Context: an optimization exercise on an open-source flow, tuned for small area, a short achievable clock period and few clock cycles per item. The choices shown serve that exercise and are no tape-out recipe. No run shown here included a check of the RTL's function; only the layout flow was run.

==> flow/design.v, too long to show whole: its modules and the start of the top module <==
// module mult_benc: 8 lines
// module mult_enc: 6 lines
// module mult_and2: 3 lines
// module mult_xn2: 3 lines
// module mult_nor2: 3 lines
// module mult_ao: 3 lines
// module mult_fa: 4 lines
// module mult_fx: 6 lines
// module mult_x2: 3 lines
// module mult_mj: 3 lines
// module mult_ha: 4 lines
// module mult_pc_nnnnt: 6 lines
// module mult_pc_ttttn: 6 lines
// module mult: 1305 lines
module mult(
  input  reset,
  input  clk,
  input  [31:0] a_in,
  input  [31:0] b_in,
  input  start,
  output logic [63:0] product,
  output logic done);
  // ...
==> flow/flow/run.sh <==
#!/bin/bash
set -euo pipefail
export BUFFER_PORTS_ARGS="-buffer_cell sky130_fd_sc_hd__buf_2"
bash standard.sh > standard_flow.log 2>&1
==> flow/standard.sh <==
#!/bin/bash
# synth_recipe.tcl (not shown) runs the flow's synth.tcl, then flattens the netlist and writes it again
# the make line also repeats each setting of config.mk as NAME=value (left out here)
make -C /OpenROAD-flow-scripts/flow DESIGN_CONFIG=/design/flow/config.mk WORK_HOME=/design/flow/orfs CLKGATE_MAP_FILE= SYNTH_SCRIPT=/design/flow/synth_recipe.tcl "${@:-finish}"
==> flow/config.mk <==
export PLATFORM = sky130hd
export DESIGN_NAME = mult
export DESIGN_NICKNAME = mult
export VERILOG_FILES = /design/flow/design.v
export SDC_FILE = /design/flow/constraint.sdc
export NUM_CORES = 4
export LEC_CHECK = 0
export CAP_MARGIN = 20
export CORE_MARGIN = 2
export CORE_UTILIZATION = 60
export GPL_TIMING_DRIVEN = 0
export PLACE_DENSITY = 0.75
export SETUP_SLACK_MARGIN = 0.1
export SLEW_MARGIN = 20
export SYNTH_HIERARCHICAL = 1
==> flow/constraint.sdc <==
create_clock -name core_clock -period 3.5 [get_ports {clk}]
set_input_delay 0.7000 -clock core_clock [delete_from_list [all_inputs] [get_ports {clk}]]
set_output_delay 0.7000 -clock core_clock [all_outputs]
set_load 0.01 [all_outputs]
==> impl_metrics.toml, run 1 <==
[global_routing]
overflow = 0
first_global_vias = 14400
grt_busiest_layer = "met2"
grt_max_degree = 32
grt_use_total_pct = 34.6

[floorplanning]
rows = 61
start_util_pct = 60.8

[setup_path]
crit_end = "product[36]"
worstSetupPathType = "flop to output pin"
r2r_slack_ns = 0.12
timing.rr.end = "s_reg[17]"
worstSetupStartpointType = "flop"

[clock_network]
cts.sinks = 160
numCtsBuffers = 17
root_buffer = "clkbuf_16"

[detailed_routing]
ant_nets = 0
routed.top_layer = "met4"
routedWlPerCell_um = 21.2

[timing]
setup_violations = 21
setup_slack_ns = -0.138
skew_ns = 0.0153

[outcome]
so.violations = "negative setup slack"
outcome = "failed layout checks"

[layout]
final_cell_mix = "xnor2_1 (233), a22oi_1 (186), xor2_1 (180)"
stdcell_count = 2397
seqCellArea_um2 = 3260
fill_cells = 2163
multi_input_area_share_pct = 68.3

[placement]
dp_worst_setup_slack_ns = -1.20
gp_congestion = 1.00

[yosys]
avgSynthCellArea_um2 = 9.26
==> inputs of run 2 (changes only) <==
--- a/flow/design.v
+++ b/flow/design.v
@@ -392,254 +392,254 @@
   logic t437, t438;
   logic t439, t440;
   logic t441, t442;
   logic t443, t444;
   logic t445, t446;
   logic t447, t448;
   logic t449, t450;
   mult_ha u_t0 (.a(ng[1]), .b(pp0[2]), .s(t1), .co(t2));
-  mult_ha u_t1 (.a(pp1[1]), .b(pp0[3]), .s(t3), .co(t4));
+  mult_ha u_t1 (.a(pp0[3]), .b(pp1[1]), .s(t3), .co(t4));
   mult_ha u_t2 (.a(ng[2]), .b(pp0[4]), .s(t5), .co(t6));
-  mult_fa u_t3 (.a(pp1[2]), .b(pp2[0]), .c(t4), .s(t7), .co(t8));
-  mult_ha u_t4 (.a(pp1[3]), .b(pp0[5]), .s(t9), .co(t10));
+  mult_fa u_t3 (.a(pp1[2]), .b(t5), .c(t4), .s(t7), .co(t8));
+  mult_ha u_t4 (.a(pp0[5]), .b(pp1[3]), .s(t9), .co(t10));
   mult_fa u_t5 (.a(pp2[1]), .b(t6), .c(t9), .s(t11), .co(t12));
   mult_ha u_t6 (.a(ng[3]), .b(pp2[2]), .s(t13), .co(t14));
-  mult_fa u_t7 (.a(pp1[4]), .b(t10), .c(t13), .s(t15), .co(t16));
-  mult_fa u_t8 (.a(pp0[6]), .b(pp3[0]), .c(t12), .s(t17), .co(t18));
+  mult_fa u_t7 (.a(pp1[4]), .b(pp0[6]), .c(t10), .s(t15), .co(t16));
+  mult_fa u_t8 (.a(t13), .b(pp3[0]), .c(t15), .s(t17), .co(t18));
   mult_ha u_t9 (.a(pp1[5]), .b(pp2[3]), .s(t19), .co(t20));
-  mult_fa u_t10 (.a(pp3[1]), .b(t14), .c(t19), .s(t21), .co(t22));
-  mult_fa u_t11 (.a(pp0[7]), .b(t16), .c(t21), .s(t23), .co(t24));
-  mult_fa u_t12 (.a(ng[4]), .b(pp4[0]), .c(accc[8]), .s(t25), .co(t26));
-  mult_fa u_t13 (.a(pp3[2]), .b(pp2[4]), .c(t20), .s(t27), .co(t28));
-  mult_fa u_t14 (.a(pp0[8]), .b(t25), .c(pp1[6]), .s(t29), .co(t30));
+  mult_fa u_t10 (.a(pp3[1]), .b(t14), .c(pp0[7]), .s(t21), .co(t22));
+  mult_fa u_t11 (.a(t19), .b(t16), .c(t21), .s(t23), .co(t24));
+  mult_fa u_t12 (.a(ng[4]), .b(pp2[4]), .c(pp4[0]), .s(t25), .co(t26));
+  mult_fa u_t13 (.a(accc[8]), .b(pp3[2]), .c(t20), .s(t27), .co(t28));
+  mult_fa u_t14 (.a(pp1[6]), .b(pp0[8]), .c(t25), .s(t29), .co(t30));
   mult_fa u_t15 (.a(t27), .b(t22), .c(t29), .s(t31), .co(t32));
   mult_ha u_t16 (.a(pp4[1]), .b(accs[9]), .s(t33), .co(t34));
-  mult_fa u_t17 (.a(accc[9]), .b(pp2[5]), .c(pp3[3]), .s(t35), .co(t36));
-  mult_fa u_t18 (.a(t33), .b(t26), .c(pp0[9]), .s(t37), .co(t38));
-  mult_fa u_t19 (.a(pp1[7]), .b(t35), .c(t28), .s(t39), .co(t40));
-  mult_fa u_t20 (.a(t30), .b(t37), .c(t39), .s(t41), .co(t42));
-  mult_fa u_t21 (.a(pp4[2]), .b(pp5[0]), .c(ng[5]), .s(t43), .co(t44));
-  mult_fa u_t22 (.a(accs[10]), .b(accc[10]), .c(pp3[4]), .s(t45), .co(t46));
-  mult_fa u_t23 (.a(t34), .b(pp2[6]), .c(t43), .s(t47), .co(t48));
-  mult_fa u_t24 (.a(pp0[10]), .b(pp1[8]), .c(t36), .s(t49), .co(t50));
+  mult_fa u_t17 (.a(pp2[5]), .b(accc[9]), .c(pp3[3]), .s(t35), .co(t36));
+  mult_fa u_t18 (.a(t33), .b(pp1[7]), .c(t26), .s(t37), .co(t38));
+  mult_fa u_t19 (.a(pp0[9]), .b(t35), .c(t28), .s(t39), .co(t40));
+  mult_fa u_t20 (.a(t37), .b(t30), .c(t39), .s(t41), .co(t42));
+  mult_fa u_t21 (.a(ng[5]), .b(pp4[2]), .c(accs[10]), .s(t43), .co(t44));
+  mult_fa u_t22 (.a(pp5[0]), .b(accc[10]), .c(pp3[4]), .s(t45), .co(t46));
+  mult_fa u_t23 (.a(t34), .b(pp1[8]), .c(pp0[10]), .s(t47), .co(t48));
+  mult_fa u_t24 (.a(t43), .b(t36), .c(pp2[6]), .s(t49), .co(t50));
   mult_fa u_t25 (.a(t45), .b(t38), .c(t47), .s(t51), .co(t52));
   mult_fa u_t26 (.a(t49), .b(t40), .c(t51), .s(t53), .co(t54));
   mult_ha u_t27 (.a(pp4[3]), .b(pp5[1]), .s(t55), .co(t56));
   mult_fa u_t28 (.a(pp3[5]), .b(accc[11]), .c(t55), .s(t57), .co(t58));
-  mult_fa u_t29 (.a(t44), .b(pp2[7]), .c(pp1[9]), .s(t59), .co(t60));
-  mult_fa u_t30 (.a(pp0[11]), .b(t46), .c(t57), .s(t61), .co(t62));
-  mult_fa u_t31 (.a(t48), .b(t50), .c(t59), .s(t63), .co(t64));
+  mult_fa u_t29 (.a(pp2[7]), .b(pp1[9]), .c(pp0[11]), .s(t59), .co(t60));
+  mult_fa u_t30 (.a(t44), .b(t46), .c(t57), .s(t61), .co(t62));
+  mult_fa u_t31 (.a(t48), .b(t59), .c(t50), .s(t63), .co(t64));
   mult_fa u_t32 (.a(t61), .b(t52), .c(t63), .s(t65), .co(t66));
   mult_fa u_t33 (.a(pp4[4]), .b(pp5[2]), .c(accs[12]), .s(t67), .co(t68));
-  mult_fx u_t34 (.a(accc[12]), .b(t56), .c(pp0[12]), .s(t69), .co(t70));
-  mult_fa u_t35 (.a(t67), .b(pp2[8]), .c(pp1[10]), .s(t71), .co(t72));
-  mult_fa u_t36 (.a(t58), .b(t69), .c(pp3[6]), .s(t73), .co(t74));
+  mult_fx u_t34 (.a(t56), .b(accc[12]), .c(pp2[8]), .s(t69), .co(t70));
+  mult_fa u_t35 (.a(pp1[10]), .b(pp0[12]), .c(t67), .s(t71), .co(t72));
+  mult_fa u_t36 (.a(pp3[6]), .b(t58), .c(t69), .s(t73), .co(t74));
   mult_fx u_t37 (.a(t60), .b(t71), .c(t62), .s(t75), .co(t76));
   mult_fa u_t38 (.a(t73), .b(t64), .c(t75), .s(t77), .co(t78));
-  mult_fa u_t39 (.a(pp4[5]), .b(pp5[3]), .c(accs[13]), .s(t79), .co(t80));
-  mult_fx u_t40 (.a(accc[13]), .b(t79), .c(t68), .s(t81), .co(t82));
-  mult_fa u_t41 (.a(pp2[9]), .b(pp0[13]), .c(pp1[11]), .s(t83), .co(t84));
-  mult_fx u_t42 (.a(pp3[7]), .b(t70), .c(t81), .s(t85), .co(t86));
+  mult_fx u_t39 (.a(pp5[3]), .b(pp4[5]), .c(accs[13]), .s(t79), .co(t80));
+  mult_fx u_t40 (.a(t79), .b(accc[13]), .c(t68), .s(t81), .co(t82));
+  mult_fa u_t41 (.a(pp2[9]), .b(pp1[11]), .c(pp0[13]), .s(t83), .co(t84));
+  mult_fa u_t42 (.a(pp3[7]), .b(t70), .c(t81), .s(t85), .co(t86));
   mult_fx u_t43 (.a(t72), .b(t83), .c(t74), .s(t87), .co(t88));
   mult_fx u_t44 (.a(t85), .b(t87), .c(t76), .s(t89), .co(t90));
-  mult_fx u_t45 (.a(pp5[4]), .b(pp4[6]), .c(accs[14]), .s(t91), .co(t92));
+  mult_fx u_t45 (.a(pp4[6]), .b(pp5[4]), .c(accs[14]), .s(t91), .co(t92));
   mult_fa u_t46 (.a(accc[14]), .b(t80), .c(t91), .s(t93), .co(t94));
-  mult_fx u_t47 (.a(pp2[10]), .b(pp0[14]), .c(pp1[12]), .s(t95), .co(t96));
-  mult_fa u_t48 (.a(t93), .b(pp3[8]), .c(t82), .s(t97), .co(t98));
+  mult_fa u_t47 (.a(pp2[10]), .b(pp1[12]), .c(pp0[14]), .s(t95), .co(t96));
+  mult_fa u_t48 (.a(pp3[8]), .b(t82), .c(t93), .s(t97), .co(t98));
   mult_fx u_t49 (.a(t84), .b(t95), .c(t86), .s(t99), .co(t100));
   mult_fx u_t50 (.a(t97), .b(t99), .c(t88), .s(t101), .co(t102));
-  mult_fa u_t51 (.a(pp4[7]), .b(accs[15]), .c(pp5[5]), .s(t103), .co(t104));
-  mult_fa u_t52 (.a(accc[15]), .b(t103), .c(pp2[11]), .s(t105), .co(t106));
-  mult_fa u_t53 (.a(t92), .b(pp0[15]), .c(pp1[13]), .s(t107), .co(t108));
-  mult_fa u_t54 (.a(t94), .b(pp3[9]), .c(t96), .s(t109), .co(t110));
-  mult_fx u_t55 (.a(t105), .b(t107), .c(t98), .s(t111), .co(t112));
+  mult_fx u_t51 (.a(pp4[7]), .b(pp5[5]), .c(accs[15]), .s(t103), .co(t104));
+  mult_fx u_t52 (.a(accc[15]), .b(t103), .c(t92), .s(t105), .co(t106));
+  mult_fa u_t53 (.a(pp1[13]), .b(pp2[11]), .c(pp0[15]), .s(t107), .co(t108));
+  mult_fa u_t54 (.a(pp3[9]), .b(t94), .c(t105), .s(t109), .co(t110));
+  mult_fx u_t55 (.a(t96), .b(t107), .c(t98), .s(t111), .co(t112));
   mult_fx u_t56 (.a(t109), .b(t111), .c(t100), .s(t113), .co(t114));
-  mult_fx u_t57 (.a(pp4[8]), .b(pp5[6]), .c(accs[16]), .s(t115), .co(t116));
-  mult_fa u_t58 (.a(accc[16]), .b(pp0[16]), .c(t104), .s(t117), .co(t118));
+  mult_fa u_t57 (.a(pp5[6]), .b(pp4[8]), .c(accs[16]), .s(t115), .co(t116));
+  mult_fa u_t58 (.a(pp0[16]), .b(accc[16]), .c(t104), .s(t117), .co(t118));
   mult_fa u_t59 (.a(t115), .b(pp2[12]), .c(pp1[14]), .s(t119), .co(t120));
-  mult_fa u_t60 (.a(t117), .b(pp3[10]), .c(t106), .s(t121), .co(t122));
+  mult_fa u_t60 (.a(pp3[10]), .b(t117), .c(t106), .s(t121), .co(t122));
   mult_fx u_t61 (.a(t108), .b(t119), .c(t110), .s(t123), .co(t124));
   mult_fx u_t62 (.a(t121), .b(t123), .c(t112), .s(t125), .co(t126));
   mult_fa u_t63 (.a(pp4[9]), .b(pp5[7]), .c(accs[17]), .s(t127), .co(t128));
-  mult_fa u_t64 (.a(accc[17]), .b(t127), .c(pp0[17]), .s(t129), .co(t130));
-  mult_fa u_t65 (.a(pp2[13]), .b(t116), .c(pp1[15]), .s(t131), .co(t132));
-  mult_fa u_t66 (.a(t118), .b(pp3[11]), .c(t129), .s(t133), .co(t134));
+  mult_fx u_t64 (.a(accc[17]), .b(pp0[17]), .c(t127), .s(t129), .co(t130));
+  mult_fa u_t65 (.a(t116), .b(pp2[13]), .c(pp1[15]), .s(t131), .co(t132));
+  mult_fa u_t66 (.a(pp3[11]), .b(t118), .c(t129), .s(t133), .co(t134));
   mult_fx u_t67 (.a(t120), .b(t131), .c(t122), .s(t135), .co(t136));
   mult_fx u_t68 (.a(t133), .b(t135), .c(t124), .s(t137), .co(t138));
-  mult_fx u_t69 (.a(pp4[10]), .b(pp5[8]), .c(accs[18]), .s(t139), .co(t140));
-  mult_fa u_t70 (.a(pp0[18]), .b(accc[18]), .c(pp1[16]), .s(t141), .co(t142));
+  mult_fx u_t69 (.a(pp5[8]), .b(pp4[10]), .c(accs[18]), .s(t139), .co(t140));
+  mult_fa u_t70 (.a(pp0[18]), .b(pp1[16]), .c(accc[18]), .s(t141), .co(t142));
   mult_fa u_t71 (.a(t128), .b(t139), .c(pp2[14]), .s(t143), .co(t144));
-  mult_fa u_t72 (.a(t141), .b(t130), .c(pp3[12]), .s(t145), .co(t146));
-  mult_fx u_t73 (.a(t143), .b(t132), .c(t134), .s(t147), .co(t148));
+  mult_fa u_t72 (.a(pp3[12]), .b(t130), .c(t141), .s(t145), .co(t146));
+  mult_fx u_t73 (.a(t132), .b(t143), .c(t134), .s(t147), .co(t148));
   mult_fx u_t74 (.a(t145), .b(t147), .c(t136), .s(t149), .co(t150));
-  mult_fa u_t75 (.a(pp4[11]), .b(pp5[9]), .c(accs[19]), .s(t151), .co(t152));
-  mult_fx u_t76 (.a(accc[19]), .b(pp0[19]), .c(t151), .s(t153), .co(t154));
+  mult_fx u_t75 (.a(pp5[9]), .b(pp4[11]), .c(accs[19]), .s(t151), .co(t152));
+  mult_fa u_t76 (.a(pp0[19]), .b(accc[19]), .c(t151), .s(t153), .co(t154));
   mult_fa u_t77 (.a(pp1[17]), .b(pp2[15]), .c(t140), .s(t155), .co(t156));
-  mult_fa u_t78 (.a(t142), .b(t153), .c(pp3[13]), .s(t157), .co(t158));
-  mult_fx u_t79 (.a(t144), .b(t155), .c(t146), .s(t159), .co(t160));
+  mult_fa u_t78 (.a(pp3[13]), .b(t142), .c(t144), .s(t157), .co(t158));
+  mult_fx u_t79 (.a(t153), .b(t155), .c(t146), .s(t159), .co(t160));
   mult_fx u_t80 (.a(t157), .b(t159), .c(t148), .s(t161), .co(t162));
-  mult_fx u_t81 (.a(pp4[12]), .b(pp5[10]), .c(accs[20]), .s(t163), .co(t164));
-  mult_fa u_t82 (.a(accc[20]), .b(pp0[20]), .c(pp2[16]), .s(t165), .co(t166));
-  mult_fa u_t83 (.a(t152), .b(t163), .c(pp1[18]), .s(t167), .co(t168));
-  mult_fa u_t84 (.a(t165), .b(t154), .c(pp3[14]), .s(t169), .co(t170));
+  mult_fa u_t81 (.a(pp4[12]), .b(pp5[10]), .c(accs[20]), .s(t163), .co(t164));
+  mult_fa u_t82 (.a(pp0[20]), .b(pp2[16]), .c(accc[20]), .s(t165), .co(t166));
+  mult_fa u_t83 (.a(pp1[18]), .b(t163), .c(t152), .s(t167), .co(t168));
+  mult_fa u_t84 (.a(pp3[14]), .b(t165), .c(t154), .s(t169), .co(t170));
   mult_fx u_t85 (.a(t156), .b(t167), .c(t158), .s(t171), .co(t172));
   mult_fx u_t86 (.a(t169), .b(t171), .c(t160), .s(t173), .co(t174));
-  mult_fa u_t87 (.a(pp5[11]), .b(accs[21]), .c(pp4[13]), .s(t175), .co(t176));
-  mult_fa u_t88 (.a(pp2[17]), .b(pp0[21]), .c(pp1[19]), .s(t177), .co(t178));
+  mult_fa u_t87 (.a(pp5[11]), .b(pp4[13]), .c(accs[21]), .s(t175), .co(t176));
+  mult_fa u_t88 (.a(pp0[21]), .b(pp2[17]), .c(pp1[19]), .s(t177), .co(t178));
   mult_fa u_t89 (.a(accc[21]), .b(t175), .c(t164), .s(t179), .co(t180));
-  mult_fa u_t90 (.a(t177), .b(t166), .c(t168), .s(t181), .co(t182));
-  mult_fx u_t91 (.a(pp3[15]), .b(t179), .c(t181), .s(t183), .co(t184));
-  mult_fa u_t92 (.a(t170), .b(t183), .c(t172), .s(t185), .co(t186));
-  mult_fa u_t93 (.a(pp5[12]), .b(pp4[14]), .c(accs[22]), .s(t187), .co(t188));
-  mult_fa u_t94 (.a(pp2[18]), .b(pp1[20]), .c(accc[22]), .s(t189), .co(t190));
-  mult_fa u_t95 (.a(pp3[16]), .b(pp0[22]), .c(t176), .s(t191), .co(t192));
-  mult_fx u_t96 (.a(t187), .b(t178), .c(t189), .s(t193), .co(t194));
-  mult_fx u_t97 (.a(t180), .b(t191), .c(t193), .s(t195), .co(t196));
-  mult_fx u_t98 (.a(t182), .b(t195), .c(t184), .s(t197), .co(t198));
-  mult_fa u_t99 (.a(pp4[15]), .b(accs[23]), .c(pp5[13]), .s(t199), .co(t200));
-  mult_fx u_t100 (.a(pp2[19]), .b(pp3[17]), .c(pp1[21]), .s(t201), .co(t202));
-  mult_fa u_t101 (.a(accc[23]), .b(pp0[23]), .c(t188), .s(t203), .co(t204));
-  mult_fa u_t102 (.a(t199), .b(t190), .c(t201), .s(t205), .co(t206));
+  mult_fa u_t90 (.a(pp3[15]), .b(t166), .c(t177), .s(t181), .co(t182));
+  mult_fx u_t91 (.a(t168), .b(t179), .c(t170), .s(t183), .co(t184));
+  mult_fx u_t92 (.a(t181), .b(t183), .c(t172), .s(t185), .co(t186));
+  mult_fa u_t93 (.a(pp4[14]), .b(pp5[12]), .c(accs[22]), .s(t187), .co(t188));
+  mult_fa u_t94 (.a(pp2[18]), .b(pp1[20]), .c(pp3[16]), .s(t189), .co(t190));
+  mult_fa u_t95 (.a(accc[22]), .b(t176), .c(t187), .s(t191), .co(t192));
+  mult_fa u_t96 (.a(pp0[22]), .b(t178), .c(t189), .s(t193), .co(t194));
+  mult_fx u_t97 (.a(t180), .b(t191), .c(t182), .s(t195), .co(t196));
+  mult_fx u_t98 (.a(t193), .b(t195), .c(t184), .s(t197), .co(t198));
+  mult_fa u_t99 (.a(pp5[13]), .b(pp4[15]), .c(accs[23]), .s(t199), .co(t200));
+  mult_fa u_t100 (.a(pp2[19]), .b(pp3[17]), .c(accc[23]), .s(t201), .co(t202));
+  mult_fa u_t101 (.a(pp1[21]), .b(t199), .c(t188), .s(t203), .co(t204));
+  mult_fa u_t102 (.a(pp0[23]), .b(t190), .c(t201), .s(t205), .co(t206));
   mult_fx u_t103 (.a(t192), .b(t203), .c(t194), .s(t207), .co(t208));
-  mult_fa u_t104 (.a(t205), .b(t196), .c(t207), .s(t209), .co(t210));
+  mult_fx u_t104 (.a(t205), .b(t207), .c(t196), .s(t209), .co(t210));
   mult_fa u_t105 (.a(pp4[16]), .b(pp5[14]), .c(accs[24]), .s(t211), .co(t212));
-  mult_fa u_t106 (.a(pp2[20]), .b(pp3[18]), .c(accc[24]), .s(t213), .co(t214));
-  mult_fa u_t107 (.a(t200), .b(t211), .c(pp0[24]), .s(t215), .co(t216));
-  mult_fa u_t108 (.a(pp1[22]), .b(t202), .c(t213), .s(t217), .co(t218));
-  mult_fa u_t109 (.a(t204), .b(t215), .c(t206), .s(t219), .co(t220));
-  mult_fa u_t110 (.a(t217), .b(t208), .c(t219), .s(t221), .co(t222));
+  mult_fx u_t106 (.a(pp2[20]), .b(pp3[18]), .c(accc[24]), .s(t213), .co(t214));
+  mult_fa u_t107 (.a(t200), .b(t211), .c(pp1[22]), .s(t215), .co(t216));
+  mult_fa u_t108 (.a(pp0[24]), .b(t202), .c(t213), .s(t217), .co(t218));
+  mult_fx u_t109 (.a(t204), .b(t215), .c(t206), .s(t219), .co(t220));
+  mult_fx u_t110 (.a(t217), .b(t219), .c(t208), .s(t221), .co(t222));
   mult_fa u_t111 (.a(pp4[17]), .b(pp5[15]), .c(accs[25]), .s(t223), .co(t224));
-  mult_fa u_t112 (.a(pp2[21]), .b(pp3[19]), .c(accc[25]), .s(t225), .co(t226));
-  mult_fa u_t113 (.a(t223), .b(t212), .c(pp0[25]), .s(t227), .co(t228));
+  mult_fx u_t112 (.a(pp2[21]), .b(pp3[19]), .c(accc[25]), .s(t225), .co(t226));
+  mult_fa u_t113 (.a(t212), .b(t223), .c(pp0[25]), .s(t227), .co(t228));
   mult_fa u_t114 (.a(pp1[23]), .b(t214), .c(t225), .s(t229), .co(t230));
   mult_fx u_t115 (.a(t216), .b(t227), .c(t218), .s(t231), .co(t232));
-  mult_fa u_t116 (.a(t229), .b(t220), .c(t231), .s(t233), .co(t234));
-  mult_fa u_t117 (.a(pp4[18]), .b(pp5[16]), .c(accs[26]), .s(t235), .co(t236));
-  mult_fx u_t118 (.a(pp3[20]), .b(accc[26]), .c(t224), .s(t237), .co(t238));
-  mult_fa u_t119 (.a(t235), .b(pp2[22]), .c(pp0[26]), .s(t239), .co(t240));
+  mult_fx u_t116 (.a(t229), .b(t231), .c(t220), .s(t233), .co(t234));
+  mult_fx u_t117 (.a(pp4[18]), .b(pp5[16]), .c(accs[26]), .s(t235), .co(t236));
+  mult_fa u_t118 (.a(pp3[20]), .b(accc[26]), .c(t235), .s(t237), .co(t238));
+  mult_fa u_t119 (.a(t224), .b(pp2[22]), .c(pp0[26]), .s(t239), .co(t240));
   mult_fa u_t120 (.a(pp1[24]), .b(t226), .c(t237), .s(t241), .co(t242));
-  mult_fx u_t121 (.a(t228), .b(t239), .c(t230), .s(t243), .co(t244));
-  mult_fx u_t122 (.a(t241), .b(t243), .c(t232), .s(t245), .co(t246));
-  mult_fa u_t123 (.a(pp4[19]), .b(pp5[17]), .c(accs[27]), .s(t247), .co(t248));
+  mult_fa u_t121 (.a(t228), .b(t239), .c(t230), .s(t243), .co(t244));
+  mult_fx u_t122 (.a(t241), .b(t232), .c(t243), .s(t245), .co(t246));
+  mult_fx u_t123 (.a(pp4[19]), .b(pp5[17]), .c(accs[27]), .s(t247), .co(t248));
   mult_fx u_t124 (.a(pp3[21]), .b(accc[27]), .c(t247), .s(t249), .co(t250));
-  mult_fa u_t125 (.a(pp2[23]), .b(t236), .c(pp0[27]), .s(t251), .co(t252));
-  mult_fa u_t126 (.a(pp1[25]), .b(t238), .c(t249), .s(t253), .co(t254));
+  mult_fa u_t125 (.a(t236), .b(pp0[27]), .c(pp2[23]), .s(t251), .co(t252));
+  mult_fx u_t126 (.a(pp1[25]), .b(t238), .c(t249), .s(t253), .co(t254));
   mult_fx u_t127 (.a(t240), .b(t251), .c(t242), .s(t255), .co(t256));
-  mult_fx u_t128 (.a(t253), .b(t255), .c(t244), .s(t257), .co(t258));
+  mult_fa u_t128 (.a(t253), .b(t244), .c(t255), .s(t257), .co(t258));
   mult_fx u_t129 (.a(pp4[20]), .b(pp5[18]), .c(accs[28]), .s(t259), .co(t260));
   mult_fa u_t130 (.a(accc[28]), .b(t248), .c(t259), .s(t261), .co(t262));
-  mult_fa u_t131 (.a(pp2[24]), .b(pp0[28]), .c(pp1[26]), .s(t263), .co(t264));
-  mult_fa u_t132 (.a(pp3[22]), .b(t250), .c(t252), .s(t265), .co(t266));
-  mult_fx u_t133 (.a(t261), .b(t263), .c(t254), .s(t267), .co(t268));
-  mult_fa u_t134 (.a(t265), .b(t267), .c(t256), .s(t269), .co(t270));
+  mult_fx u_t131 (.a(pp0[28]), .b(pp2[24]), .c(pp3[22]), .s(t263), .co(t264));
+  mult_fx u_t132 (.a(pp1[26]), .b(t250), .c(t261), .s(t265), .co(t266));
+  mult_fx u_t133 (.a(t252), .b(t263), .c(t254), .s(t267), .co(t268));
+  mult_fx u_t134 (.a(t265), .b(t267), .c(t256), .s(t269), .co(t270));
   mult_fx u_t135 (.a(pp4[21]), .b(pp5[19]), .c(accs[29]), .s(t271), .co(t272));
-  mult_fa u_t136 (.a(accc[29]), .b(t271), .c(pp2[25]), .s(t273), .co(t274));
-  mult_fx u_t137 (.a(t260), .b(pp0[29]), .c(pp1[27]), .s(t275), .co(t276));
-  mult_fx u_t138 (.a(pp3[23]), .b(t262), .c(t273), .s(t277), .co(t278));
+  mult_fx u_t136 (.a(accc[29]), .b(t271), .c(pp0[29]), .s(t273), .co(t274));
+  mult_fa u_t137 (.a(pp2[25]), .b(t260), .c(pp1[27]), .s(t275), .co(t276));
+  mult_fa u_t138 (.a(pp3[23]), .b(t262), .c(t273), .s(t277), .co(t278));
   mult_fx u_t139 (.a(t264), .b(t275), .c(t266), .s(t279), .co(t280));
-  mult_fa u_t140 (.a(t277), .b(t268), .c(t279), .s(t281), .co(t282));
+  mult_fx u_t140 (.a(t277), .b(t268), .c(t279), .s(t281), .co(t282));
   mult_fx u_t141 (.a(pp4[22]), .b(pp5[20]), .c(accs[30]), .s(t283), .co(t284));
-  mult_fa u_t142 (.a(accc[30]), .b(t283), .c(t272), .s(t285), .co(t286));
-  mult_fa u_t143 (.a(pp2[26]), .b(pp0[30]), .c(pp1[28]), .s(t287), .co(t288));
-  mult_fa u_t144 (.a(pp3[24]), .b(t274), .c(t276), .s(t289), .co(t290));
-  mult_fx u_t145 (.a(t285), .b(t287), .c(t278), .s(t291), .co(t292));
+  mult_fa u_t142 (.a(accc[30]), .b(t272), .c(t283), .s(t285), .co(t286));
+  mult_fx u_t143 (.a(pp0[30]), .b(pp2[26]), .c(pp1[28]), .s(t287), .co(t288));
+  mult_fx u_t144 (.a(pp3[24]), .b(t274), .c(t285), .s(t289), .co(t290));
+  mult_fx u_t145 (.a(t276), .b(t287), .c(t278), .s(t291), .co(t292));
   mult_fx u_t146 (.a(t289), .b(t291), .c(t280), .s(t293), .co(t294));
-  mult_fa u_t147 (.a(pp5[21]), .b(pp4[23]), .c(accs[31]), .s(t295), .co(t296));
-  mult_fx u_t148 (.a(accc[31]), .b(t284), .c(t295), .s(t297), .co(t298));
-  mult_fa u_t149 (.a(pp0[31]), .b(pp2[27]), .c(pp1[29]), .s(t299), .co(t300));
-  mult_fx u_t150 (.a(pp3[25]), .b(t286), .c(t297), .s(t301), .co(t302));
+  mult_fx u_t147 (.a(pp4[23]), .b(pp5[21]), .c(accs[31]), .s(t295), .co(t296));
+  mult_fx u_t148 (.a(accc[31]), .b(t295), .c(pp2[27]), .s(t297), .co(t298));
+  mult_fx u_t149 (.a(t284), .b(pp0[31]), .c(pp1[29]), .s(t299), .co(t300));
+  mult_fa u_t150 (.a(pp3[25]), .b(t286), .c(t297), .s(t301), .co(t302));
   mult_fx u_t151 (.a(t288), .b(t299), .c(t290), .s(t303), .co(t304));
   mult_fx u_t152 (.a(t301), .b(t303), .c(t292), .s(t305), .co(t306));
-  mult_fa u_t153 (.a(pp5[22]), .b(pp4[24]), .c(accs[32]), .s(t307), .co(t308));
-  mult_fa u_t154 (.a(accc[32]), .b(t296), .c(pp2[28]), .s(t309), .co(t310));
-  mult_fx u_t155 (.a(t307), .b(pp0[32]), .c(pp3[26]), .s(t311), .co(t312));
-  mult_fa u_t156 (.a(pp1[30]), .b(t298), .c(t309), .s(t313), .co(t314));
+  mult_fx u_t153 (.a(pp5[22]), .b(pp4[24]), .c(accs[32]), .s(t307), .co(t308));
+  mult_fa u_t154 (.a(accc[32]), .b(t307), .c(t296), .s(t309), .co(t310));
+  mult_fx u_t155 (.a(pp0[32]), .b(pp2[28]), .c(pp3[26]), .s(t311), .co(t312));
+  mult_fx u_t156 (.a(pp1[30]), .b(t309), .c(t298), .s(t313), .co(t314));
   mult_fx u_t157 (.a(t300), .b(t311), .c(t302), .s(t315), .co(t316));
   mult_fx u_t158 (.a(t313), .b(t315), .c(t304), .s(t317), .co(t318));
-  mult_fx u_t159 (.a(accs[33]), .b(pp5[23]), .c(pp4[25]), .s(t319), .co(t320));
-  mult_fx u_t160 (.a(ns[0]), .b(accc[33]), .c(t308), .s(t321), .co(t322));
-  mult_fx u_t161 (.a(pp2[29]), .b(t319), .c(pp3[27]), .s(t323), .co(t324));
-  mult_fx u_t162 (.a(pp1[31]), .b(t321), .c(t310), .s(t325), .co(t326));
-  mult_fx u_t163 (.a(t312), .b(t323), .c(t325), .s(t327), .co(t328));
-  mult_fx u_t164 (.a(t314), .b(t327), .c(t316), .s(t329), .co(t330));
-  mult_ha u_t165 (.a(pp4[26]), .b(accs[34]), .s(t331), .co(t332));
-  mult_fx u_t166 (.a(pp5[24]), .b(accc[34]), .c(t331), .s(t333), .co(t334));
+  mult_fa u_t159 (.a(pp5[23]), .b(ns[0]), .c(accs[33]), .s(t319), .co(t320));
+  mult_fx u_t160 (.a(pp4[25]), .b(accc[33]), .c(t308), .s(t321), .co(t322));
+  mult_fx u_t161 (.a(t319), .b(pp1[31]), .c(pp2[29]), .s(t323), .co(t324));
+  mult_fa u_t162 (.a(pp3[27]), .b(t321), .c(t310), .s(t325), .co(t326));
+  mult_fx u_t163 (.a(t312), .b(t323), .c(t314), .s(t327), .co(t328));
+  mult_fx u_t164 (.a(t325), .b(t327), .c(t316), .s(t329), .co(t330));
+  mult_ha u_t165 (.a(pp5[24]), .b(pp4[26]), .s(t331), .co(t332));
+  mult_fa u_t166 (.a(accs[34]), .b(t331), .c(accc[34]), .s(t333), .co(t334));
   mult_fx u_t167 (.a(t320), .b(pp2[30]), .c(pp1[32]), .s(t335), .co(t336));
-  mult_fx u_t168 (.a(pp3[28]), .b(t333), .c(t322), .s(t337), .co(t338));
-  mult_fx u_t169 (.a(t324), .b(t335), .c(t337), .s(t339), .co(t340));
-  mult_fx u_t170 (.a(t326), .b(t339), .c(t328), .s(t341), .co(t342));
-  mult_ha u_t171 (.a(accs[35]), .b(pp4[27]), .s(t343), .co(t344));
-  mult_fa u_t172 (.a(pp5[25]), .b(ns[1]), .c(accc[35]), .s(t345), .co(t346));
-  mult_fx u_t173 (.a(t332), .b(t343), .c(pp3[29]), .s(t347), .co(t348));
-  mult_fa u_t174 (.a(pp2[31]), .b(t345), .c(t334), .s(t349), .co(t350));
+  mult_fa u_t168 (.a(t333), .b(pp3[28]), .c(t322), .s(t337), .co(t338));
+  mult_fx u_t169 (.a(t324), .b(t335), .c(t326), .s(t339), .co(t340));
+  mult_fx u_t170 (.a(t337), .b(t339), .c(t328), .s(t341), .co(t342));
+  mult_ha u_t171 (.a(pp4[27]), .b(accs[35]), .s(t343), .co(t344));
+  mult_fa u_t172 (.a(pp5[25]), .b(ns[1]), .c(t332), .s(t345), .co(t346));
+  mult_fx u_t173 (.a(accc[35]), .b(t343), .c(pp2[31]), .s(t347), .co(t348));
+  mult_fa u_t174 (.a(t345), .b(t334), .c(pp3[29]), .s(t349), .co(t350));
   mult_fx u_t175 (.a(t347), .b(t336), .c(t349), .s(t351), .co(t352));
   mult_fx u_t176 (.a(t338), .b(t351), .c(t340), .s(t353), .co(t354));
-  mult_fa u_t177 (.a(pp4[28]), .b(accs[36]), .c(pp5[26]), .s(t355), .co(t356));
-  mult_fa u_t178 (.a(accc[36]), .b(t344), .c(t355), .s(t357), .co(t358));
-  mult_fa u_t179 (.a(pp2[32]), .b(t346), .c(pp3[30]), .s(t359), .co(t360));
+  mult_fa u_t177 (.a(pp5[26]), .b(pp4[28]), .c(accs[36]), .s(t355), .co(t356));
+  mult_fx u_t178 (.a(accc[36]), .b(t344), .c(t355), .s(t357), .co(t358));
+  mult_fa u_t179 (.a(t346), .b(pp2[32]), .c(pp3[30]), .s(t359), .co(t360));
   mult_fx u_t180 (.a(t357), .b(t348), .c(t350), .s(t361), .co(t362));
   mult_fx u_t181 (.a(t359), .b(t361), .c(t352), .s(t363), .co(t364));
-  mult_ha u_t182 (.a(accs[37]), .b(pp5[27]), .s(t365), .co(t366));
-  mult_fa u_t183 (.a(pp4[29]), .b(ns[2]), .c(accc[37]), .s(t367), .co(t368));
+  mult_ha u_t182 (.a(pp4[29]), .b(pp5[27]), .s(t365), .co(t366));
+  mult_fa u_t183 (.a(accs[37]), .b(ns[2]), .c(accc[37]), .s(t367), .co(t368));
   mult_fa u_t184 (.a(t365), .b(t356), .c(pp3[31]), .s(t369), .co(t370));
-  mult_fx u_t185 (.a(t367), .b(t358), .c(t369), .s(t371), .co(t372));
-  mult_fa u_t186 (.a(t360), .b(t371), .c(t362), .s(t373), .co(t374));
-  mult_fa u_t187 (.a(pp5[28]), .b(accs[38]), .c(pp4[30]), .s(t375), .co(t376));
-  mult_fa u_t188 (.a(t366), .b(accc[38]), .c(pp3[32]), .s(t377), .co(t378));
-  mult_fa u_t189 (.a(t375), .b(t368), .c(t377), .s(t379), .co(t380));
+  mult_fa u_t185 (.a(t367), .b(t358), .c(t369), .s(t371), .co(t372));
+  mult_fx u_t186 (.a(t360), .b(t362), .c(t371), .s(t373), .co(t374));
+  mult_fa u_t187 (.a(pp4[30]), .b(pp5[28]), .c(accs[38]), .s(t375), .co(t376));
+  mult_fx u_t188 (.a(t366), .b(accc[38]), .c(t375), .s(t377), .co(t378));
+  mult_fa u_t189 (.a(pp3[32]), .b(t368), .c(t377), .s(t379), .co(t380));
   mult_fa u_t190 (.a(t370), .b(t379), .c(t372), .s(t381), .co(t382));
-  mult_ha u_t191 (.a(accs[39]), .b(pp4[31]), .s(t383), .co(t384));
+  mult_ha u_t191 (.a(pp4[31]), .b(accs[39]), .s(t383), .co(t384));
   mult_fa u_t192 (.a(pp5[29]), .b(ns[3]), .c(accc[39]), .s(t385), .co(t386));
   mult_fa u_t193 (.a(t383), .b(t376), .c(t385), .s(t387), .co(t388));
   mult_fa u_t194 (.a(t378), .b(t387), .c(t380), .s(t389), .co(t390));
-  mult_fa u_t195 (.a(accs[40]), .b(pp4[32]), .c(pp5[30]), .s(t391), .co(t392));
+  mult_fa u_t195 (.a(pp4[32]), .b(pp5[30]), .c(accs[40]), .s(t391), .co(t392));
   mult_fa u_t196 (.a(accc[40]), .b(t384), .c(t391), .s(t393), .co(t394));
   mult_fa u_t197 (.a(t386), .b(t393), .c(t388), .s(t395), .co(t396));
   mult_ha u_t198 (.a(ns[4]), .b(pp5[31]), .s(t397), .co(t398));
-  mult_fa u_t199 (.a(accs[41]), .b(accc[41]), .c(t397), .s(t399), .co(t400));
+  mult_fa u_t199 (.a(accc[41]), .b(accs[41]), .c(t397), .s(t399), .co(t400));
   mult_fa u_t200 (.a(t392), .b(t399), .c(t394), .s(t401), .co(t402));
   mult_fa u_t201 (.a(pp5[32]), .b(accc[42]), .c(accs[42]), .s(t403), .co(t404));
   mult_fa u_t202 (.a(t398), .b(t403), .c(t400), .s(t405), .co(t406));
   mult_ha u_t203 (.a(ns[5]), .b(accs[43]), .s(t407), .co(t408));
   mult_fa u_t204 (.a(accc[43]), .b(t407), .c(t404), .s(t409), .co(t410));
-  mult_fa u_t205 (.a(accs[44]), .b(accc[44]), .c(t408), .s(t411), .co(t412));
-  mult_ha u_t206 (.a(accs[45]), .b(accc[45]), .s(t413), .co(t414));
-  mult_ha u_t207 (.a(accc[46]), .b(accs[46]), .s(t415), .co(t416));
+  mult_fa u_t205 (.a(accc[44]), .b(accs[44]), .c(t408), .s(t411), .co(t412));
+  mult_ha u_t206 (.a(accc[45]), .b(accs[45]), .s(t413), .co(t414));
+  mult_ha u_t207 (.a(accs[46]), .b(accc[46]), .s(t415), .co(t416));
   mult_ha u_t208 (.a(accc[47]), .b(accs[47]), .s(t417), .co(t418));
   mult_ha u_t209 (.a(accc[48]), .b(accs[48]), .s(t419), .co(t420));
   mult_ha u_t210 (.a(accc[49]), .b(accs[49]), .s(t421), .co(t422));
   mult_ha u_t211 (.a(accc[50]), .b(accs[50]), .s(t423), .co(t424));
-  mult_ha u_t212 (.a(accc[51]), .b(accs[51]), .s(t425), .co(t426));
-  mult_ha u_t213 (.a(accc[52]), .b(accs[52]), .s(t427), .co(t428));
-  mult_ha u_t214 (.a(accc[53]), .b(accs[53]), .s(t429), .co(t430));
-  mult_ha u_t215 (.a(accc[54]), .b(accs[54]), .s(t431), .co(t432));
-  mult_ha u_t216 (.a(accc[55]), .b(accs[55]), .s(t433), .co(t434));
-  mult_ha u_t217 (.a(accc[56]), .b(accs[56]), .s(t435), .co(t436));
+  mult_ha u_t212 (.a(accs[51]), .b(accc[51]), .s(t425), .co(t426));
+  mult_ha u_t213 (.a(accs[52]), .b(accc[52]), .s(t427), .co(t428));
+  mult_ha u_t214 (.a(accs[53]), .b(accc[53]), .s(t429), .co(t430));
+  mult_ha u_t215 (.a(accs[54]), .b(accc[54]), .s(t431), .co(t432));
+  mult_ha u_t216 (.a(accs[55]), .b(accc[55]), .s(t433), .co(t434));
+  mult_ha u_t217 (.a(accs[56]), .b(accc[56]), .s(t435), .co(t436));
   mult_ha u_t218 (.a(accc[57]), .b(accs[57]), .s(t437), .co(t438));
   mult_ha u_t219 (.a(accc[58]), .b(accs[58]), .s(t439), .co(t440));
   mult_ha u_t220 (.a(accc[59]), .b(accs[59]), .s(t441), .co(t442));
   mult_ha u_t221 (.a(accc[60]), .b(accs[60]), .s(t443), .co(t444));
   mult_ha u_t222 (.a(accc[61]), .b(accs[61]), .s(t445), .co(t446));
-  mult_ha u_t223 (.a(accc[62]), .b(accs[62]), .s(t447), .co(t448));
-  mult_ha u_t224 (.a(accs[63]), .b(accc[63]), .s(t449), .co(t450));
+  mult_ha u_t223 (.a(accs[62]), .b(accc[62]), .s(t447), .co(t448));
+  mult_ha u_t224 (.a(accc[63]), .b(accs[63]), .s(t449), .co(t450));
   logic [63:0] s_nxt, c_nxt;
   assign s_nxt[0] = pp0[0];
   assign c_nxt[0] = ng[0];
   assign s_nxt[1] = pp0[1];
   assign c_nxt[1] = 1'b0;
   assign s_nxt[2] = pp1[0];
   assign c_nxt[2] = t1;
   assign s_nxt[3] = t2;
   assign c_nxt[3] = t3;
-  assign s_nxt[4] = t5;
+  assign s_nxt[4] = pp2[0];
   assign c_nxt[4] = t7;
   assign s_nxt[5] = t8;
   assign c_nxt[5] = t11;
-  assign s_nxt[6] = t15;
+  assign s_nxt[6] = t12;
   assign c_nxt[6] = t17;
   assign s_nxt[7] = t18;
   assign c_nxt[7] = t23;
   assign s_nxt[8] = t24;
   assign c_nxt[8] = t31;
   assign s_nxt[9] = t32;
   assign c_nxt[9] = t41;
   assign s_nxt[10] = t42;
==> impl_metrics.toml, run 2 <==
[outcome]
outcome = "failed layout checks"
so.violations = "negative setup slack"

[setup_path]
cpMaxStageDelayCell = "dfxtp_2"
path_max_fanout = 12
cp_common_cell = "a21oi_4"
crit_required_ns = 2.80
timing.rr.end = "c_reg[27]"
end_kind = "output pin"
slowest_delay_ns = 0.34
crit-reg2reg-launch = "etwo[4]"
worstSetupPathType = "flop to output pin"
arrival_ns = 2.86
r2r_slack_ns = 0.20
path_cells = "ha_4 > a21oi_4 > o21ai_4 > a21oi_4 > o21ai_4 > buf_12 > a21oi_4 > clkinvlp_4 > buf_12 > a21oi_2 > xnor2_1 > buf_2"
critical_path_buf_inv_count = 4
cp_top_family = "compound AO/OA/AOI/OAI gates"
worstSetupStartpointType = "flop"
rr_worst_depth = 9

[floorplanning]
io_pins = 132
start_util_pct = 60.9
dieArea_um2 = 29700
die_y_um = 172
rows = 61
core_area_um2 = 27900
die_w_um = 172

[detailed_routing]
drt-pass1-iter-count = 6
drtIter0Drc = 1115
ant_nets = 0
vias_per_cell = 6.02
wl_um = 50200
num_vias = 14500
routedWlPerCell_um = 20.9
drc = 0

[layout]
largest_reg_flops = 64
area_growth_pct = 16.3
final_layout_size_suffix_gt1_share_pct = 29.2
final_cell_mix = "xnor2_1 (239), xor2_1 (202), a22oi_1 (184)"
nets = 2290
design_area_um2 = 19800
antenna_cells = 0
mostFrequentLayoutCell = "xnor2_1"

[placement]
place_hpwl_um = 38700
gp_congestion = 0.943
io_buffers = 131
placed_area_um2 = 18100
dp_worst_setup_slack_ns = -1.22

[timing]
skew_ns = 0.0178
hold_violations = 0
max_slew_margin_pct = 53.0
setup_violations = 10
max_freq_ghz = 0.281
holdWs_ns = 0.0311
rsz0062_at_grt = "true"
setup_tns_ns = -0.215
worstMarginPinSlew_ns = 0.699
min_period_ns = 3.56
drv_slew = 0
setup_slack_ns = -0.0634
timing.final.crit_share_pct = 102

[clock_network]
root_buffer = "clkbuf_16"
clkSlewWorstSetupHoldPaths_ns = 0.08
hold_buffers = 0
cts_max_level = 4
cts_buffer_depth = 2
cts.sinks = 160
insertion_delay_ns = 0.44
cts_tree = "yes"
numCtsBuffers = 17

[global_routing]
grt_use_total_pct = 33.9
first_global_vias = 14300
overflow = 0
grt_max_degree = 32
antenna_found_initial = 0
grt_pass1_wl_um = 76300

[yosys]
syn-cell-area_um2 = 17000
postSynthNetCount = 2118
avgSynthCellArea_um2 = 9.20
synthCells = 1845
ys_warn_count = 7

[run]
maxCapViolations = 0

[min_path]
hold_class = "primary input to async pin"
==> run 2: cell types whose count changed in the layout (fill, tap and decap cells not counted), moves of 8 or more <==
cell,before,now
xor2_1,180,202
o21ai_1,47,63
fa_1,120,106
clkbuf_2,33,44
maj3_2,72,83
o21ai_4,15,6
buf_2,157,149
==> run 2: worst register-to-register path, cell delays in order (launching register included) <==
cell and delay (ns):
dfxtp_2 0.45, clkbuf_2 0.29, a22oi_1 0.12, xnor2_1 0.25, xor2_1 0.20, xor2_1 0.24
fa_1 0.50, fa_1 0.46, xor2_1 0.25, fa_1 0.44
==> run 2: stage by stage <==
step / instances / utilization, %
global route: 2408 / 70.9
floorplan: 1845 / -
global placement: 2354 / 65.0
finish: 2408 / 70.9
detailed placement: 2354 / 65.0
CTS: 2403 / 69.2
==> run 2: worst max-delay path by stage <==
stage                              to  cells after the start       from
after global placement    product[39]                     10   s_reg[3]
after detailed placement  product[38]                     10   s_reg[3]
after floorplan           product[48]                      9   c_reg[2]
after CTS                 product[33]                     12   s_reg[3]
after global routing      product[33]                     11  s_reg[25]
final                     product[33]                     12   s_reg[3]
==> run 2: final cells by class <==
| class | instances | area [µm²] |
|---|---|---|
| Multi-Input combinational cell | 1475 | 13600 |
| Buffer | 108 | 586 |
| Timing Repair Buffer | 162 | 936 |
| Clock inverter | 15 | 163 |
| Clock buffer | 17 | 425 |
| Inverter | 93 | 360 |
| Tap cell | 378 | 473 |
| Sequential cell | 160 | 3250 |
| Fill cell | 2159 | 8110 |
==> run 2: repair_timing <==
item                                    CTS  global route
hold endpoints to repair                  0             0
setup buffers                            19            12
endpoints found under the setup margin  111            86
pin swaps                                13            22
cloned                                    0             0
resized for setup                       102           156
==> run 2: per-layer routing <==
metal / track usage (%) / part of all wire (%)
met3: 4.42 / 6.2
met4: 22.2 / 7.0
met5: 0 / 0
met2: 60.0 / 50
met1: 38.3 / 37

what the ideal ports hide:
Ports are ideal in the flow. The routed layouts listed here were re-timed in OpenROAD.
Step 1 sets driving cells, clkbuf_16 on the clock port and buf_2 on the other inputs (assumed; they add their load-dependent delay and slew).
Step 2, shift: input delay + t, output delay - t, t = (earliest + latest rising clock arrival at the registers) / 2. This alone moves slack from input paths to output paths.
Three values: no drivers, after step 1, after step 2; two values: the first two.
run | shift t [ns] | setup slack, ns | slew at the worst register clock pin (ns)
run 1 | 0.491 | -0.138 / -0.188 / -0.334 | 0.08 / 0.08
run 2 | 0.487 | -0.063 / -0.116 / -0.354 | 0.08 / 0.08
The setup slack of run 2, which loses most, moves by -0.053 ns with the drivers and by -0.291 ns with both steps.
